This is an optimization exercise on Yosys and OpenROAD, whose aim is small area and a short achievable clock period, not a production implementation. Function was not checked in any run shown here: the RTL went through the layout flow alone. No activity file was given, so power comes from the tool's default toggle rates.

==> flow/design.v <==
`timescale 1 ns / 1 ps
module ModulatorFrontEnd(
	input SYMBOL_CLK,
	input RST,
	input [15:0] SUBCARRIER_INDEX,
	input [3:0] ALLOCATED_BIT_NUM,
	input [9:0] PARALLEL_BIT_IN,
	input PARALLEL_BIT_IN_VALID,
	output [27:0] DATA_OUT_RE,
	output [27:0] DATA_OUT_IM,
	output [15:0] DATA_OUT_INDEX,
	output DATA_OUT_VALID,
	output [27:0] DATA_OUT_RE_HER,
	output [27:0] DATA_OUT_IM_HER,
	output [15:0] DATA_OUT_INDEX_HER,
	output DATA_OUT_VALID_HER
);
wire [15:0] ix = SUBCARRIER_INDEX;
wire [3:0] nbx = ALLOCATED_BIT_NUM;
wire [9:2] bx = PARALLEL_BIT_IN[9:2];
wire vx = PARALLEL_BIT_IN_VALID;
wire [5:0] sl = ix[5:0];
wire en = ~|ix[15:6] & (sl[5] ? (sl[4] ? (sl[3] ? 1'b0 : (sl[2] ? 1'b0 : (sl[1] ? 1'b0 : 1'b1))) : 1'b1) : (sl[4] ? 1'b1 : (sl[3] ? 1'b1 : (sl[2] ? 1'b1 : (sl[1] ? (sl[0] ? 1'b1 : 1'b0) : 1'b0)))));
wire [3:0] nb = nbx;
wire [8:1] D;
assign D[1] = (nb == 4'd1);
assign D[2] = (nb == 4'd2);
assign D[3] = (nb == 4'd3);
assign D[4] = (nb == 4'd4);
assign D[5] = (nb == 4'd5);
assign D[6] = (nb == 4'd6);
assign D[7] = (nb == 4'd7);
assign D[8] = (nb == 4'd8);
wire s_re = ({1{D[1]}} & ~bx[9]) |
		({1{D[2]}} & ~bx[9]) |
		({1{D[3]}} & ~bx[9]) |
		({1{D[4]}} & ~bx[9]) |
		({1{D[5]}} & ~bx[9]) |
		({1{D[6]}} & ~bx[9]) |
		({1{D[7]}} & ~bx[9]) |
		({1{D[8]}} & ~bx[9]);
wire [12:0] m_re = en ? (({13{D[1]}} & 13'd4096) |
		({13{D[2]}} & 13'd2896) |
		({13{D[3]}} & (bx[8] ? 13'd1672 : 13'd5017)) |
		({13{D[4]}} & (bx[8] ? 13'd1295 : 13'd3886)) |
		({13{D[5]}} & (bx[8] ? (bx[7] ? 13'd2748 : 13'd916) : (bx[7] ? 13'd4579 : (bx[5] ? 13'd916 : 13'd2748)))) |
		({13{D[6]}} & (bx[8] ? (bx[7] ? 13'd1896 : 13'd632) : (bx[7] ? 13'd3160 : 13'd4424))) |
		({13{D[7]}} & (bx[8] ? (bx[7] ? (bx[6] ? 13'd2262 : 13'd3166) : (bx[6] ? 13'd1357 : 13'd452)) : (bx[7] ? (bx[6] ? 13'd4976 : 13'd4071) : (bx[6] ? (bx[4] ? 13'd1357 : 13'd2262) : (bx[4] ? 13'd452 : 13'd3166))))) |
		({13{D[8]}} & (bx[8] ? (bx[7] ? (bx[6] ? 13'd1571 : 13'd2199) : (bx[6] ? 13'd942 : 13'd314)) : (bx[7] ? (bx[6] ? 13'd3456 : 13'd2827) : (bx[6] ? 13'd4084 : 13'd4712))))) : 13'd0;
wire [12:0] l_re = en ? (({13{D[2]}} & 13'd8160) |
		({13{D[3]}} & (bx[8] ? 13'd8176 : 13'd8190)) |
		({13{D[4]}} & (bx[8] ? 13'd8190 : 13'd8188)) |
		({13{D[5]}} & (bx[8] ? 13'd8184 : (bx[7] ? 13'd8190 : 13'd8184))) |
		({13{D[6]}} & 13'd8176) |
		({13{D[7]}} & (bx[8] ? (bx[7] ? 13'd8188 : (bx[6] ? 13'd8190 : 13'd8184)) : (bx[7] ? (bx[6] ? 13'd8160 : 13'd8190) : (bx[6] ? (bx[4] ? 13'd8190 : 13'd8188) : (bx[4] ? 13'd8184 : 13'd8188))))) |
		({13{D[8]}} & (bx[8] ? (bx[7] ? 13'd8190 : 13'd8188) : (bx[7] ? (bx[6] ? 13'd7936 : 13'd8190) : (bx[6] ? 13'd8184 : 13'd8176))))) : 13'd0;
wire nz_re = l_re[12] | m_re[12];
wire [13:0] p_re = {s_re & nz_re, m_re ^ ({13{s_re}} & l_re)};
wire [13:0] n_re = {~s_re & nz_re, m_re ^ ({13{~s_re}} & l_re)};
wire s_im = ({1{D[2]}} & bx[8]) |
		({1{D[3]}} & bx[7]) |
		({1{D[4]}} & bx[7]) |
		({1{D[5]}} & bx[6]) |
		({1{D[6]}} & bx[6]) |
		({1{D[7]}} & bx[5]) |
		({1{D[8]}} & bx[5]);
wire [12:0] m_im = en ? (({13{D[2]}} & 13'd2896) |
		({13{D[3]}} & 13'd1672) |
		({13{D[4]}} & (bx[6] ? 13'd1295 : 13'd3886)) |
		({13{D[5]}} & (bx[8] ? (bx[5] ? 13'd916 : 13'd2748) : (bx[7] ? (bx[5] ? 13'd916 : 13'd2748) : 13'd4579))) |
		({13{D[6]}} & (bx[5] ? (bx[4] ? 13'd1896 : 13'd632) : (bx[4] ? 13'd3160 : 13'd4424))) |
		({13{D[7]}} & (bx[8] ? (bx[4] ? (bx[3] ? 13'd1357 : 13'd452) : (bx[3] ? 13'd2262 : 13'd3166)) : (bx[7] ? (bx[4] ? (bx[3] ? 13'd1357 : 13'd452) : (bx[3] ? 13'd2262 : 13'd3166)) : (bx[3] ? 13'd4976 : 13'd4071)))) |
		({13{D[8]}} & (bx[4] ? (bx[3] ? (bx[2] ? 13'd1571 : 13'd2199) : (bx[2] ? 13'd942 : 13'd314)) : (bx[3] ? (bx[2] ? 13'd3456 : 13'd2827) : (bx[2] ? 13'd4084 : 13'd4712))))) : 13'd0;
wire [12:0] l_im = en ? (({13{D[2]}} & 13'd8160) |
		({13{D[3]}} & 13'd8176) |
		({13{D[4]}} & (bx[6] ? 13'd8190 : 13'd8188)) |
		({13{D[5]}} & (bx[8] ? 13'd8184 : (bx[7] ? 13'd8184 : 13'd8190))) |
		({13{D[6]}} & 13'd8176) |
		({13{D[7]}} & (bx[8] ? (bx[4] ? (bx[3] ? 13'd8190 : 13'd8184) : 13'd8188) : (bx[7] ? (bx[4] ? (bx[3] ? 13'd8190 : 13'd8184) : 13'd8188) : (bx[3] ? 13'd8160 : 13'd8190)))) |
		({13{D[8]}} & (bx[4] ? (bx[3] ? 13'd8190 : 13'd8188) : (bx[3] ? (bx[2] ? 13'd7936 : 13'd8190) : (bx[2] ? 13'd8184 : 13'd8176))))) : 13'd0;
wire nz_im = l_im[12] | m_im[12];
wire [13:0] p_im = {s_im & nz_im, m_im ^ ({13{s_im}} & l_im)};
wire [13:0] n_im = {~s_im & nz_im, m_im ^ ({13{~s_im}} & l_im)};
wire [13:0] pe_re = p_re;
wire [13:0] pe_im = p_im;
wire [13:0] ne_im = n_im;
reg [13:0] q_re, q_im, q_imn;
reg [15:0] q_index;
reg q_valid;
always @(posedge SYMBOL_CLK) begin
	q_re <= pe_re;
	q_im <= pe_im;
	q_imn <= ne_im;
	q_index <= ix;
	q_valid <= vx & ~RST;
end
assign DATA_OUT_RE = {{2{q_re[13]}}, q_re, 12'd0};
assign DATA_OUT_IM = {{2{q_im[13]}}, q_im, 12'd0};
assign DATA_OUT_RE_HER = {{2{q_re[13]}}, q_re, 12'd0};
assign DATA_OUT_IM_HER = {{2{q_imn[13]}}, q_imn, 12'd0};
assign DATA_OUT_INDEX = q_index;
assign DATA_OUT_INDEX_HER = q_index;
assign DATA_OUT_VALID = q_valid;
assign DATA_OUT_VALID_HER = q_valid;
endmodule
==> flow/flow/run.sh <==
#!/bin/bash
# Own flow: synthesis with Yosys and the ABC script flow/synth.abc, then the standard flow's
# standard ORFS layout of that netlist. flow/tie_buffers.tcl replaces the
# flow's port buffering: buf_2 on each input, buf_1 on each output, and the
# constant outputs share one tie cell with a buf_1 of their own each (instead
# of a tie cell each). Timing repair only resizes gates and swaps pins
# (SETUP_MOVE_SEQUENCE), so a setup margin adds no buffers. Registers are
# named after the wires they drive, as the standard synthesis names them.
set -euo pipefail
W=$(pwd)
LIB=$FLOW_HOME/platforms/$FLOW_PLATFORM/lib/sky130_fd_sc_hd__tt_025C_1v80.lib
DU=$(cat "$W/flow/dont_use.txt" | sed "s/^/-dont_use /" | tr "\n" " ")
yosys -l "$W/own_synth.log" -p "read_verilog -defer $FLOW_DESIGN; hierarchy -top $FLOW_TOP; \
  synth -flatten -nofsm -noshare -top $FLOW_TOP; rename -wire; opt -purge; \
  dfflibmap -liberty $LIB $DU; opt; \
  abc -script $W/flow/synth.abc -liberty $LIB $DU; opt_clean -purge; \
  hilomap -singleton -hicell sky130_fd_sc_hd__conb_1 HI -locell sky130_fd_sc_hd__conb_1 LO; \
  splitnets; opt_clean -purge; rename -hide w:*\$func\$*; stat -liberty $LIB; \
  write_verilog -noattr -nohex -nodec $W/own_synth.v" > /dev/null
bash standard.sh SYNTH_NETLIST_FILES="$W/own_synth.v" \
  DONT_BUFFER_PORTS=1 \
  SETUP_MOVE_SEQUENCE=sizeup,swap SKIP_REPAIR_TIE_FANOUT=1 PRE_GLOBAL_PLACE_TCL="$W/flow/tie_buffers.tcl" \
  finish > "$W/standard.log" 2>&1
==> flow/flow/dont_use.txt <==
sky130_fd_sc_hd__probe_p_8
sky130_fd_sc_hd__probec_p_8
sky130_fd_sc_hd__lpflow_bleeder_1
sky130_fd_sc_hd__lpflow_clkbufkapwr_1
sky130_fd_sc_hd__lpflow_clkbufkapwr_16
sky130_fd_sc_hd__lpflow_clkbufkapwr_2
sky130_fd_sc_hd__lpflow_clkbufkapwr_4
sky130_fd_sc_hd__lpflow_clkbufkapwr_8
sky130_fd_sc_hd__lpflow_clkinvkapwr_1
sky130_fd_sc_hd__lpflow_clkinvkapwr_16
sky130_fd_sc_hd__lpflow_clkinvkapwr_2
sky130_fd_sc_hd__lpflow_clkinvkapwr_4
sky130_fd_sc_hd__lpflow_clkinvkapwr_8
sky130_fd_sc_hd__lpflow_decapkapwr_12
sky130_fd_sc_hd__lpflow_decapkapwr_3
sky130_fd_sc_hd__lpflow_decapkapwr_4
sky130_fd_sc_hd__lpflow_decapkapwr_6
sky130_fd_sc_hd__lpflow_decapkapwr_8
sky130_fd_sc_hd__lpflow_inputiso0n_1
sky130_fd_sc_hd__lpflow_inputiso0p_1
sky130_fd_sc_hd__lpflow_inputiso1n_1
sky130_fd_sc_hd__lpflow_inputiso1p_1
sky130_fd_sc_hd__lpflow_inputisolatch_1
sky130_fd_sc_hd__lpflow_isobufsrc_1
sky130_fd_sc_hd__lpflow_isobufsrc_16
sky130_fd_sc_hd__lpflow_isobufsrc_2
sky130_fd_sc_hd__lpflow_isobufsrc_4
sky130_fd_sc_hd__lpflow_isobufsrc_8
sky130_fd_sc_hd__lpflow_isobufsrckapwr_16
sky130_fd_sc_hd__lpflow_lsbuf_lh_hl_isowell_tap_1
sky130_fd_sc_hd__lpflow_lsbuf_lh_hl_isowell_tap_2
sky130_fd_sc_hd__lpflow_lsbuf_lh_hl_isowell_tap_4
sky130_fd_sc_hd__lpflow_lsbuf_lh_isowell_4
sky130_fd_sc_hd__lpflow_lsbuf_lh_isowell_tap_1
sky130_fd_sc_hd__lpflow_lsbuf_lh_isowell_tap_2
sky130_fd_sc_hd__lpflow_lsbuf_lh_isowell_tap_4
sky130_fd_sc_hd__fill_1
sky130_fd_sc_hd__fill_2
sky130_fd_sc_hd__fill_4
sky130_fd_sc_hd__fill_8
==> flow/flow/synth.abc <==
strash
dch
map -a
topo
buffer -p
upsize
dnsize
==> flow/flow/tie_buffers.tcl <==
# Give each output port that carries a constant its own buf_1, driven by the
# design's tie cell, so that every output port has a buffer (buffer_ports
# skips ports driven by tie cells).
set block [ord::get_db_block]
set master [[ord::get_db] findMaster sky130_fd_sc_hd__buf_1]
set count 0
foreach bterm [$block getBTerms] {
  if { [$bterm getIoType] != "OUTPUT" } { continue }
  set net [$bterm getNet]
  if { $net == "NULL" } { continue }
  set tie 0
  foreach it [$net getITerms] {
    if { [$it isOutputSignal] && [[[$it getInst] getMaster] getName] == "sky130_fd_sc_hd__conb_1" } {
      set tie 1
    }
  }
  if { !$tie } { continue }
  set inst [odb::dbInst_create $block $master "tie_obuf_$count"]
  set onet [odb::dbNet_create $block "tie_onet_$count"]
  $bterm disconnect
  $bterm connect $onet
  [$inst findITerm A] connect $net
  [$inst findITerm X] connect $onet
  incr count
}
puts "Inserted $count buffers on constant output ports."

# Port buffers (in place of the flow's own buffer_ports): buf_2 on the inputs,
# which fan out widely, and buf_1 on the outputs.
buffer_ports -inputs -buffer_cell sky130_fd_sc_hd__buf_2
buffer_ports -outputs -buffer_cell sky130_fd_sc_hd__buf_1
==> flow/standard.sh <==
#!/bin/bash
# synth_recipe.tcl (not shown) runs the flow's synth.tcl, then flattens the netlist and writes it again
# the make line also repeats each setting of config.mk as NAME=value (left out here)
make -C /OpenROAD-flow-scripts/flow DESIGN_CONFIG=/design/flow/config.mk WORK_HOME=/design/flow/orfs CLKGATE_MAP_FILE= SYNTH_SCRIPT=/design/flow/synth_recipe.tcl "${@:-finish}"
==> flow/config.mk <==
export PLATFORM = sky130hd
export DESIGN_NAME = ModulatorFrontEnd
export DESIGN_NICKNAME = ModulatorFrontEnd
export VERILOG_FILES = /design/flow/design.v
export SDC_FILE = /design/flow/constraint.sdc
export NUM_CORES = 4
export LEC_CHECK = 0
export CAP_MARGIN = 20
export CORE_MARGIN = 2
export CORE_UTILIZATION = 25
export GPL_TIMING_DRIVEN = 0
export SETUP_SLACK_MARGIN = 1.8
export SLEW_MARGIN = 20
export TNS_END_PERCENT = 100
==> flow/constraint.sdc <==
create_clock -name core_clock -period 4.5 [get_ports {SYMBOL_CLK}]
set_input_delay 0.9000 -clock core_clock [delete_from_list [all_inputs] [get_ports {SYMBOL_CLK}]]
set_output_delay 0.9000 -clock core_clock [all_outputs]
set_load 0.01 [all_outputs]
==> flow_metrics.env, run 1 <==
export IMPL_clock_tree_root_cell="clkbuf_16"
export IMPL_powerDensity_mw_per_mm2=348.6
export IMPL_first_global_vias=3233
export IMPL_numCtsBuffers=9
export IMPL_io_pins=179
export IMPL_avgSynthCellArea_um2=7.485
export IMPL_fin_tns_setup_ns=0
export IMPL_slew_violations=0
export IMPL_first_iter_violations=203
export IMPL_core_area_mm2=0.01156
export IMPL_place_congestion=0.9283
export IMPL_wl_per_cell_um=14.93
export IMPL_clkTransAtPathRegs_ns=0.05
export IMPL_antenna_found_initial=0
export IMPL_grt_util_all_layers_pct=16.58
export IMPL_overflow=0
export IMPL_dr_pass1_iters=5
export IMPL_arrival_ns=2.79
export IMPL_n_antenna_cell=0
export IMPL_startpoint="PARALLEL_BIT_IN[7]"
export IMPL_cts_tree="built"
export IMPL_n_fill_cell=1249
export IMPL_p_leak_nw=1.717
export IMPL_grt_pass1_wl_mm=16.51
export IMPL_vias=3627
export IMPL_vias_per_cell=4.935
export IMPL_grt_max_degree=49
export IMPL_finalSetupViolations=0
export IMPL_placed_cell_area_mm2=0.003871
export IMPL_die_x_um=113.4
export IMPL_worstPathMaxFanout=9
export IMPL_rsz0062_at_grt="no"
export IMPL_critical_path_class="input pin to register"
export IMPL_dp_hpwl_mm=8.723
export IMPL_post_route_cell_area_mm2=0.004192
export IMPL_ant_nets=0
export IMPL_die_area_mm2=0.01287
export IMPL_critPathRequiredTime_ns=4.72
export IMPL_netlist_instances=400
export IMPL_fmax_ghz=0.3888
export IMPL_final_cell_mix="buf_1, nor2_1, dfxtp_1, o21ai_0, a21oi_1"
export IMPL_finalWorstPathRequiredPeriod_ns=2.572
export IMPL_htreeDepth=3
export IMPL_dr_wl_met2_mm=5.219
export IMPL_syn_cell_area_mm2=0.002994
export IMPL_period_share_pct=57.15
export IMPL_wl_met3_um=881
export IMPL_yosys_warnings=0
export IMPL_relSlewSlack_pct=42.00
export IMPL_drcViolationCount=0
export IMPL_place_worst_setup_slack_ns=1.659
export IMPL_peakVddDrop_mv=0.1324
export IMPL_wl_met1_mm=4.558
export IMPL_highest_layer="met4"
export IMPL_syn_num_nets=433
export IMPL_hold_viol=0
export IMPL_outcome="timing/DRC/antenna clean"
export IMPL_min_path_cells=1
export IMPL_finalNetCount=620
export IMPL_worst_pin_slew_ns=0.8480
export IMPL_drive_above_1_share_pct=16.72
export IMPL_postCtsSetupBuffers=0
export IMPL_cts_sinks=58
export IMPL_crit_path_end_kind="register"
export IMPL_hold_path_class="input pin to register"
export IMPL_final_common_cell="buf_1"
export IMPL_clockBufferDepth=2
export IMPL_cts_hold_buffers=0
export IMPL_synthToLayoutAreaGrowth_pct=39.99
export IMPL_fp_dieH_um=113.4
export IMPL_worstHoldStart="SUBCARRIER_INDEX[15]"
export IMPL_routed_wl_mm=10.98
export IMPL_placementRows=39
export IMPL_fin_ws_ns=1.928
export IMPL_io_buffers=128
export IMPL_start_util_pct=25.89
export IMPL_maxCapViolCount=0
export IMPL_setup_worst_path_start_class="input pin"
export IMPL_holdPathEnd="q_index[15]"
[area by class of cell]
| type | instances | area, um^2 | area share, % |
|---|---|---|---|
| plain buffers | 58 | 240.2 | 5.731 |
| clock buffers | 9 | 225.2 | 5.373 |
| clock inverters | 7 | 93.84 | 2.239 |
| inverters | 44 | 175.2 | 4.179 |
| multi-input cells | 288 | 1599 | 38.15 |
| flip-flops and latches | 58 | 1161 | 27.70 |
| well taps | 143 | 178.9 | 4.269 |
| repair buffers | 128 | 518.0 | 12.36 |
[where the power goes]
| group | internal, mW | leakage [nW] | switching [mW] |
|---|---|---|---|
| logic | 0.0620 | 1.09 | 0.148 |
| registers | 0.527 | 0.475 | 0.00665 |
| clock network | 0.482 | 0.151 | 0.235 |
| total | 1.07 | 1.72 | 0.389 |
[critical path, cell delays in order]
cell and delay (ns):
buf_2 0.24, inv_2 0.13, nor2_4 0.20, inv_1 0.13
nor2_1 0.23, nor2_1 0.14, inv_1 0.10, nor2_1 0.06
nor4_1 0.38, nor3_1 0.10, a21o_1 0.16
[worst max-delay path by stage]
| stage | end | depth (start not counted) |
|---|---|---|
| 5_1_grt | q_re[1] | 11 |
| 2_1_floorplan | q_imn[5] | 10 |
| 4_1_cts | q_re[10] | 6 |
| 3_5_place_dp | q_re[10] | 6 |
| 3_3_place_gp | q_re[10] | 6 |
| 6_report | q_re[1] | 11 |
[sequential cells by signal, indices dropped and copies added (netlist names)]
register  cells
q_index      16
q_im         14
q_re         14
q_imn        13
q_valid       1
[metal layers]
| metal | up-vias | global-route usage (%) |
|---|---|---|
| met5 | - | 0 |
| met4 | 0 | 7.073 |
| met3 | 28 | 3.932 |
| met2 | 236 | 29.14 |
| met1 | 1602 | 19.29 |
| li1 | 1761 | - |
[stage by stage]
stage / utilization [%] / instances / power, mW / hold WS (ns)
floorplan: - / 400 / 0.6632 / 0.9277
global placement: 33.47 / 719 / 0.7530 / 1.016
detailed placement: 33.47 / 719 / 0.7515 / 1.020
CTS: 36.23 / 735 / 1.484 / 0.6783
global route: 36.24 / 735 / 1.528 / 0.6838
finish: 36.24 / 735 / 1.461 / 0.6943
[timing repair]
| item | in CTS | in global routing |
|---|---|---|
| endpoints found under the setup margin | 0 | 1 |
| resized for setup | 0 | 1 |
| hold endpoints to repair | 0 | 0 |
==> run 2, diff against run 1 <==
--- a/flow/config.mk
+++ b/flow/config.mk
@@ -11,3 +11,3 @@
 export GPL_TIMING_DRIVEN = 0
-export SETUP_SLACK_MARGIN = 1.8
+export SETUP_SLACK_MARGIN = 2.2
 export SLEW_MARGIN = 20
==> flow_metrics.env, run 2 <==
export IMPL_worstPathMaxFanout=11
export IMPL_wl_per_cell_um=15.17
export IMPL_hold_path_class="input pin to register"
export IMPL_routed_wl_mm=11.15
export IMPL_syn_cell_area_mm2=0.002994
export IMPL_regMostFlops="q_index"
export IMPL_syn_num_nets=433
export IMPL_finalSetupViolations=0
export IMPL_first_global_vias=3293
export IMPL_start_util_pct=25.89
export IMPL_htreeDepth=3
export IMPL_slew_violations=0
export IMPL_n_antenna_cell=0
export IMPL_outcome="timing/DRC/antenna clean"
export IMPL_critical_path_class="input pin to register"
export IMPL_netlist_instances=400
export IMPL_p_leak_nw=1.755
export IMPL_numCtsBuffers=9
export IMPL_die_area_mm2=0.01287
export IMPL_place_worst_setup_slack_ns=1.659
export IMPL_cts_tree="built"
export IMPL_drive_above_1_share_pct=22.64
export IMPL_n_fill_cell=1219
export IMPL_final_cell_mix="buf_1, dfxtp_1, nor2_1, a21oi_1, o21ai_0"
export IMPL_clockBufferDepth=2
export IMPL_fp_dieH_um=113.4
export IMPL_setup_worst_path_start_class="input pin"
export IMPL_period_share_pct=51.41
export IMPL_grt_max_degree=49
export IMPL_rsz0062_at_grt="yes"
export IMPL_die_x_um=113.4
export IMPL_worst_pin_slew_ns=0.5137
export IMPL_fin_tns_setup_ns=0
export IMPL_grt_pass1_wl_mm=16.80
export IMPL_finalWorstPathRequiredPeriod_ns=2.313
export IMPL_yosys_warnings=0
export IMPL_hold_viol=0
export IMPL_clock_tree_root_cell="clkbuf_16"
export IMPL_maxCapViolCount=0
export IMPL_critPathRequiredTime_ns=4.71
export IMPL_fmax_ghz=0.4323
export IMPL_io_buffers=128
export IMPL_synthToLayoutAreaGrowth_pct=48.02
export IMPL_clkTransAtPathRegs_ns=0.05
export IMPL_first_iter_violations=190
export IMPL_final_common_cell="buf_1"
export IMPL_overflow=0
export IMPL_relSlewSlack_pct=65.63
export IMPL_slowest_stage="a311oi_2"
export IMPL_vias_per_cell=4.970
export IMPL_io_pins=179
export IMPL_vias=3653
export IMPL_dp_hpwl_mm=8.723
export IMPL_arrival_ns=2.52
export IMPL_peakVddDrop_mv=0.1329
export IMPL_avgSynthCellArea_um2=7.485
export IMPL_postCtsSetupBuffers=0
export IMPL_placementRows=39
export IMPL_drcViolationCount=0
export IMPL_crit_chain="clkbuf_4 -> nor2_4 -> inv_4 -> nor2_2 -> nor2_2 -> o21ai_1 -> nand3_1 -> a311oi_2 -> or2_1 -> o21ai_1"
export IMPL_cts_hold_buffers=0
export IMPL_dr_pass1_iters=5
export IMPL_finalNetCount=620
export IMPL_largest_register_ff_count=16
export IMPL_fin_ws_ns=2.187
export IMPL_fin_util_pct=38.32
export IMPL_top_regs="q_index: 16 flops, q_im: 14 flops, q_re: 14 flops"
export IMPL_place_congestion=0.9283
export IMPL_antenna_found_initial=0
export IMPL_slowest_delay_ns=0.32
export IMPL_crit_path_end_kind="register"
export IMPL_core_area_mm2=0.01156
export IMPL_ant_nets=0
export IMPL_powerDensity_mw_per_mm2=334.1
export IMPL_grt_util_all_layers_pct=16.80
export IMPL_cts_sinks=58
[run 2: cell types whose count changed in the layout (fill, tap and decap cells not counted), moves of 5 or more]
cell and change:
o21ai_0 -8, a2111oi_2 +5, nor2_1 -13, clkbuf_4 +6
o21ai_1 +6, nor2_2 +9, buf_2 -12
[run 2: repair_timing]
| item | 4_1_cts | 5_1_grt |
|---|---|---|
| pin swaps | 8 | 11 |
| hold endpoints to repair | 0 | 0 |
| endpoints found under the setup margin | 23 | 36 |
| resized for setup | 30 | 47 |
[run 2: final cells by class]
cell class                 count  area [um^2]  share of cell area (%)
timing repair buffer         128        556.8                   12.56
sequential                    58         1161                   26.20
clock buffer                   9        225.2                   5.082
multi-input combinational    288         1765                   39.84
clock inverter                 7        93.84                   2.117
inverter                      44        190.2                   4.291
tap                          143        178.9                   4.037
buffer                        58        260.3                   5.872
[run 2: metal layers]
layer / vias to the layer above / GRT usage, % / routed length, um
met2: 232 / 29.58 / 5279
met1: 1625 / 19.71 / 4531
li1: 1769 / - / -
met4: 0 / 6.748 / 378
met5: - / 0 / 0
met3: 27 / 3.932 / 963
[run 2: worst max-delay path: cells and delay by family]
| kind | cells | cell delay (ns) |
|---|---|---|
| AND/OR/NAND/NOR | 5 | 0.77 |
| AO/OA/AOI/OAI | 3 | 0.53 |
| buffers and inverters | 2 | 0.31 |
[run 2: worst paths after layout]
| check | from | end | slack, ns | cells past startpoint |
|---|---|---|---|---|
| max | PARALLEL_BIT_IN[8] | q_imn[11] | 2.19 | 10 |
| min | SUBCARRIER_INDEX[15] | q_index[15] | 0.69 | 1 |
[run 2: report_power, final]
group	leakage, nW	total, mW	switching, mW	internal (mW)
Sequential	0.475	0.534	0.00669	0.527
Clock	0.151	0.716	0.234	0.482
Combinational	1.13	0.230	0.158	0.0725
[run 2: per-stage QoR]
| step | instances | instance area, um^2 | hold slack (ns) | power, mW |
|---|---|---|---|---|
| 6_report | 735 | 4432 | 0.6948 | 1.481 |
| 5_1_grt | 735 | 4432 | 0.6838 | 1.549 |
| 4_1_cts | 735 | 4288 | 0.6783 | 1.493 |
| 3_5_place_dp | 719 | 3871 | 1.020 | 0.7515 |
| 3_3_place_gp | 719 | 3871 | 1.016 | 0.7530 |
| 2_1_floorplan | 400 | 2994 | 0.9277 | 0.6632 |
==> run 3, diff against run 2 <==
--- a/flow/design.v
+++ b/flow/design.v
@@ -17,6 +17,12 @@
 );
-wire [15:0] ix = SUBCARRIER_INDEX;
-wire [3:0] nbx = ALLOCATED_BIT_NUM;
-wire [9:2] bx = PARALLEL_BIT_IN[9:2];
-wire vx = PARALLEL_BIT_IN_VALID;
+reg [15:0] ix;
+reg [3:0] nbx;
+reg [9:2] bx;
+reg vx;
+always @(posedge SYMBOL_CLK) begin
+	ix <= SUBCARRIER_INDEX;
+	nbx <= ALLOCATED_BIT_NUM;
+	bx <= PARALLEL_BIT_IN[9:2];
+	vx <= PARALLEL_BIT_IN_VALID & ~RST;
+end
 wire [5:0] sl = ix[5:0];
--- a/flow/config.mk
+++ b/flow/config.mk
@@ -11,3 +11,3 @@
 export GPL_TIMING_DRIVEN = 0
-export SETUP_SLACK_MARGIN = 2.2
+export SETUP_SLACK_MARGIN = 2.4
 export SLEW_MARGIN = 20
==> flow_metrics.env, run 3 <==
export IMPL_crit_path_end_kind="register"
export IMPL_final_common_cell="buf_1"
export IMPL_outcome="timing/DRC/antenna clean"
export IMPL_r2r_cells=14
export IMPL_clock_tree_root_cell="clkbuf_16"
export IMPL_cts_tree="built"
export IMPL_slowest_delay_ns=0.39
export IMPL_clkLatencyLatePin_ns=0.34
export IMPL_die_x_um=121.8
export IMPL_drcViolationCount=0
export IMPL_power_mw=1.731
export IMPL_grt_pass1_wl_mm=16.06
export IMPL_avgSynthCellArea_um2=8.167
export IMPL_ant_nets=0
export IMPL_routed_wl_mm=10.76
export IMPL_clkTransAtPathRegs_ns=0.07
export IMPL_finalSetupViolations=0
export IMPL_p_clk_share_pct=40.9
export IMPL_final_cell_mix="buf_1, dfxtp_1, nor2_1, nand2_1, o21ai_0"
export IMPL_crit_buf_inv=5
export IMPL_htreeDepth=3
export IMPL_slew_violations=0
export IMPL_powerDensity_mw_per_mm2=352.1
export IMPL_synthToLayoutAreaGrowth_pct=41.64
export IMPL_place_congestion=0.9460
export IMPL_placementRows=43
export IMPL_arrival_ns=2.36
export IMPL_clockBufferDepth=2
export IMPL_maxCapViolCount=0
export IMPL_power_frac_seq_pct=47.5
export IMPL_cts_sinks=87
export IMPL_die_area_mm2=0.01484
export IMPL_start_util_pct=25.30
export IMPL_critPathRequiredTime_ns=4.77
export IMPL_switchingPower_uw=481.9
export IMPL_vias_per_cell=4.737
export IMPL_n_antenna_cell=0
export IMPL_finalClockSkew_ns=0.008214
export IMPL_peakVddDrop_mv=0.1687
export IMPL_p_int_mw=1.249
export IMPL_fin_tns_setup_ns=0
export IMPL_worstPathMaxFanout=10
export IMPL_io_pins=179
export IMPL_first_iter_violations=500
export IMPL_vias=3775
export IMPL_yosys_warnings=0
export IMPL_dp_hpwl_mm=8.150
export IMPL_numCtsBuffers=9
export IMPL_critical_path_class="register to register"
export IMPL_critical_path_top_delay_family="simple AND/OR/NAND/NOR gates"
export IMPL_wl_per_cell_um=13.50
export IMPL_crit_chain="inv_6 -> nor2_8 -> inv_4 -> nor3_4 -> inv_2 -> buf_6 -> nor2_4 -> inv_2 -> nor2_4 -> nor3_1 -> o311ai_1 -> a31oi_1 -> or2_1 -> o21ai_1"
export IMPL_top_regs="ix: 16 flops, q_index: 16 flops"
export IMPL_grt_util_all_layers_pct=14.13
export IMPL_core_area_mm2=0.01372
export IMPL_swShare_pct=27.84
export IMPL_io_buffers=128
export IMPL_period_share_pct=46.37
export IMPL_syn_cell_area_mm2=0.003471
export IMPL_finalNetCount=645
export IMPL_fp_dieH_um=121.8
export IMPL_overflow=0
export IMPL_grt_max_degree=49
export IMPL_post_route_cell_area_mm2=0.004916
export IMPL_crit_cells=14
export IMPL_fmax_ghz=0.4793
export IMPL_drive_above_1_share_pct=19.94
export IMPL_min_path_cells=0
export IMPL_netlist_instances=425
export IMPL_first_global_vias=3149
export IMPL_placed_cell_area_mm2=0.004394
export IMPL_whs_ns=0.3490
export IMPL_slowest_stage="dfxtp_4"
export IMPL_rsz0062_at_grt="yes"
export IMPL_worst_pin_slew_ns=0.6009
export IMPL_dr_pass1_iters=6
export IMPL_hold_viol=0
export IMPL_antenna_found_initial=0
export IMPL_relSlewSlack_pct=59.57
export IMPL_setup_worst_path_start_class="register"
export IMPL_finalWorstPathRequiredPeriod_ns=2.087
export IMPL_syn_num_nets=458
export IMPL_p_leak_nw=1.932
export IMPL_p_comb_share_pct=11.5
export IMPL_hold_path_class="register to register"
## run 3: cell types whose count changed in the layout (fill, tap and decap cells not counted), sizes merged, moves of 5 or more
cell    before  now
clkbuf      16   11
inv         41   47
nand2       41   56
nand3       18   11
dfxtp       58   87
nor3        16    9
## run 3: repair_timing
item / in CTS / in global routing
gates resized for setup: 46 / 31
setup endpoints to repair: 34 / 36
hold buffers: 0 / 0
setup buffers: 0 / 0
pin swaps: 11 / 11
endpoints found under the hold margin: 0 / 0
## run 3: area by class of cell
type	count	area, um^2
repair buffers	128	518.0
plain buffers	56	250.2
inverters	43	173.9
well taps	180	225.2
fillers	1466	8803
multi-input cells	287	1703
clock inverters	7	61.31
clock buffers	9	225.2
flip-flops and latches	87	1759
## run 3: stage by stage
step	util (%)	worst slack (ns)	instances
detailed placement	32.03	1.902	781
global route	35.83	2.253	797
finish	35.83	2.413	797
CTS	35.12	2.336	797
global placement	32.03	1.926	781
floorplan	-	2.664	425
## run 3: final timing paths
path                              from         end  slack, ns
worst min register to register   ix[0]  q_index[0]       0.35
worst min-delay path             ix[0]  q_index[0]       0.35
worst max-delay path            nbx[2]    q_im[11]       2.41
worst max register to register  nbx[2]    q_im[11]       2.41
## run 3: layer usage
metal	vias up	GRT usage, %	share of wire (%)	routed length [um]
met5	-	0	0	0
met4	0	5.532	2.2	234
met3	29	5.056	12	1283
met2	279	21.89	43	4617
met1	1610	17.93	43	4624
li1	1857	-	-	-
## run 3: power groups by stage
stage | logic (mW) | clock network, mW | registers [mW]
floorplan | 0.0977 | 0 | 0.848
detailed placement | 0.181 | 0 | 0.839
CTS | 0.191 | 0.739 | 0.822
finish | 0.199 | 0.709 | 0.823
global route | 0.218 | 0.772 | 0.826
global placement | 0.182 | 0 | 0.839
==> run 4, diff against run 3 <==
--- a/flow/config.mk
+++ b/flow/config.mk
@@ -11,3 +11,3 @@
 export GPL_TIMING_DRIVEN = 0
-export SETUP_SLACK_MARGIN = 2.4
+export SETUP_SLACK_MARGIN = 2.7
 export SLEW_MARGIN = 20
==> flow_metrics.env, run 4 <==
export IMPL_hold_viol=0
export IMPL_dp_hpwl_mm=8.328
export IMPL_fin_util_pct=38.41
export IMPL_finalNetCount=645
export IMPL_regToRegSetupSlack_ns=2.32
export IMPL_placed_cell_area_mm2=0.004397
export IMPL_finalWorstPathRequiredPeriod_ns=2.185
export IMPL_maxCapViolCount=0
export IMPL_cts_hold_buffers=0
export IMPL_peakVddDrop_mv=0.1527
export IMPL_placed_cells=781
export IMPL_first_iter_violations=409
export IMPL_finalSetupViolations=0
export IMPL_synthToLayoutAreaGrowth_pct=51.84
export IMPL_post_route_cell_area_mm2=0.005270
export IMPL_worstPathMaxFanout=10
export IMPL_critical_path_class="register to register"
export IMPL_first_global_vias=3339
export IMPL_numCtsBuffers=9
export IMPL_relSlewSlack_pct=55.17
export IMPL_drive_above_1_share_pct=30.36
export IMPL_vias=3848
export IMPL_core_area_mm2=0.01372
export IMPL_drcViolationCount=0
export IMPL_rsz0062_at_grt="yes"
export IMPL_grt_util_all_layers_pct=14.95
export IMPL_fmax_ghz=0.4577
export IMPL_arrival_ns=2.46
export IMPL_netlist_instances=425
export IMPL_grt_max_degree=49
export IMPL_slowest_stage="dfxtp_4"
export IMPL_finalClockSkew_ns=0.01045
export IMPL_yosys_warnings=0
export IMPL_power_mw=1.838
export IMPL_io_buffers=128
export IMPL_fp_dieH_um=121.8
export IMPL_io_pins=179
export IMPL_die_area_mm2=0.01484
export IMPL_vias_per_cell=4.834
export IMPL_crit_path_end_kind="register"
export IMPL_postCtsSetupBuffers=0
export IMPL_outcome="timing/DRC/antenna clean"
export IMPL_antenna_found_initial=0
export IMPL_grt_pass1_wl_mm=16.97
export IMPL_die_x_um=121.8
export IMPL_setup_worst_path_start_class="register"
export IMPL_dr_pass1_iters=5
export IMPL_clkTransAtPathRegs_ns=0.07
export IMPL_htreeDepth=3
export IMPL_fin_cells=796
export IMPL_placementRows=43
export IMPL_avgSynthCellArea_um2=8.167
export IMPL_final_cell_mix="buf_1, dfxtp_1, nor2_1, nand2_1, buf_2"
export IMPL_worst_pin_slew_ns=0.6663
export IMPL_wl_per_cell_um=14.04
export IMPL_cts_tree="built"
export IMPL_n_antenna_cell=0
export IMPL_crit_chain="inv_6 -> nor2_8 -> inv_4 -> nor3_4 -> inv_2 -> buf_8 -> nor2_4 -> inv_4 -> nor2_4 -> nor3_2 -> o311ai_1 -> a31oi_1 -> or2_1 -> o21ai_1"
export IMPL_clock_tree_root_cell="clkbuf_16"
export IMPL_syn_cell_area_mm2=0.003471
export IMPL_start_util_pct=25.30
export IMPL_routed_wl_mm=11.18
export IMPL_critPathRequiredTime_ns=4.77
export IMPL_top_regs="ix: 16 flops, q_index: 16 flops"
export IMPL_slew_violations=0
export IMPL_clkLatencyLatePin_ns=0.35
export IMPL_powerDensity_mw_per_mm2=348.7
export IMPL_slowest_delay_ns=0.39
export IMPL_fin_tns_setup_ns=0
export IMPL_overflow=0
export IMPL_syn_num_nets=458
export IMPL_ant_nets=0
export IMPL_hold_path_class="register to register"
export IMPL_clockBufferDepth=2
export IMPL_place_congestion=0.9740
export IMPL_cts_sinks=87
export IMPL_final_common_cell="buf_1"
export IMPL_p_leak_nw=2.054
export IMPL_period_share_pct=48.55
## run 4: power breakdown
part	switching, mW	total (mW)	internal [mW]
Sequential	0.0265	0.824	0.797
Combinational	0.148	0.222	0.0734
Clock	0.305	0.793	0.487
Total	0.480	1.84	1.36
## run 4: worst max-delay path: cells and delay by family (launching register included)
family,cells,cell delay [ns]
and+or+nand+nor,6,0.94
buffers and inverters,5,0.45
DFF,1,0.39
AOI/OAI and AO/OA,3,0.33
## run 4: final timing paths
check | cells past startpoint | from | end
setup / recovery | 14 | nbx[2] | q_imn[11]
hold / removal | 0 | ix[2] | q_index[2]
setup reg to reg | 14 | nbx[2] | q_imn[11]
hold reg to reg | 0 | ix[2] | q_index[2]
## run 4: metrics by stage
step           setup WS [ns]  hold WS (ns)
2_1_floorplan          2.708        0.3235
3_3_place_gp           1.924        0.3255
3_5_place_dp           1.994        0.3324
4_1_cts                2.343        0.3496
5_1_grt                2.154        0.3516
6_report               2.315        0.3453
## run 4: layout make-up
class                      instances  area, um^2
fill                            1424        8449
multi-input combinational        287        1968
sequential                        87        1770
timing repair buffer             128       535.5
buffer                            56       262.8
clock buffer                       9       225.2
tap                              180       225.2
inverter                          43       188.9
clock inverter                     6       93.84
## run 4: repair_timing
| item | CTS | global route |
|---|---|---|
| setup endpoints to repair | 49 | 57 |
| pin swaps | 13 | 26 |
| gates cloned | 0 | 0 |
| resized for setup | 91 | 86 |
## run 4: layer usage
layer / global-route usage (%) / vias up / wire [um]
met5: 0 / - / 0
met2: 24.97 / 246 / 5252
li1: - / 1844 / -
met3: 4.728 / 29 / 1232
met4: 5.963 / 0 / 221
met1: 17.81 / 1729 / 4469

[afterwards: timing with drivers on the ports]
The flow's constraints put no driver on any port. The routed layouts listed below were extracted and timed again, unchanged, in two steps.
Step 1: set_driving_cell puts a clkbuf_16 on SYMBOL_CLK and a buf_2 on each other input, an assumption about the parent block.
Step 2 also shifts input and output timing later by t, the mid clock arrival at the registers, as if the neighbouring blocks saw the same clock.
Three values: ideal ports, drivers, drivers and shift; two values: the first two.
run	t, ns	setup slack, ns	hold slack, ns	clock arrival spread, ns	slew at the worst register clock pin (ns)
run 1	0.362	1.928 / 1.940 / 1.577	0.694 / 0.677 / 1.040	0.009 / 0.009	0.05 / 0.05
run 2	0.359	2.187 / 2.201 / 1.842	0.695 / 0.679 / 1.038	0.008 / 0.008	0.05 / 0.05
run 3	0.380	2.413 / 2.413 / 2.413	0.349 / 0.349 / 0.349	0.009 / 0.009	0.07 / 0.07
run 4	0.378	2.315 / 2.315 / 2.315	0.345 / 0.345 / 0.345	0.010 / 0.010	0.07 / 0.07
After both steps every run listed still meets setup and hold. The setup slack of run 1, which loses most, moves by +0.012 ns with the drivers and by -0.351 ns with both steps.
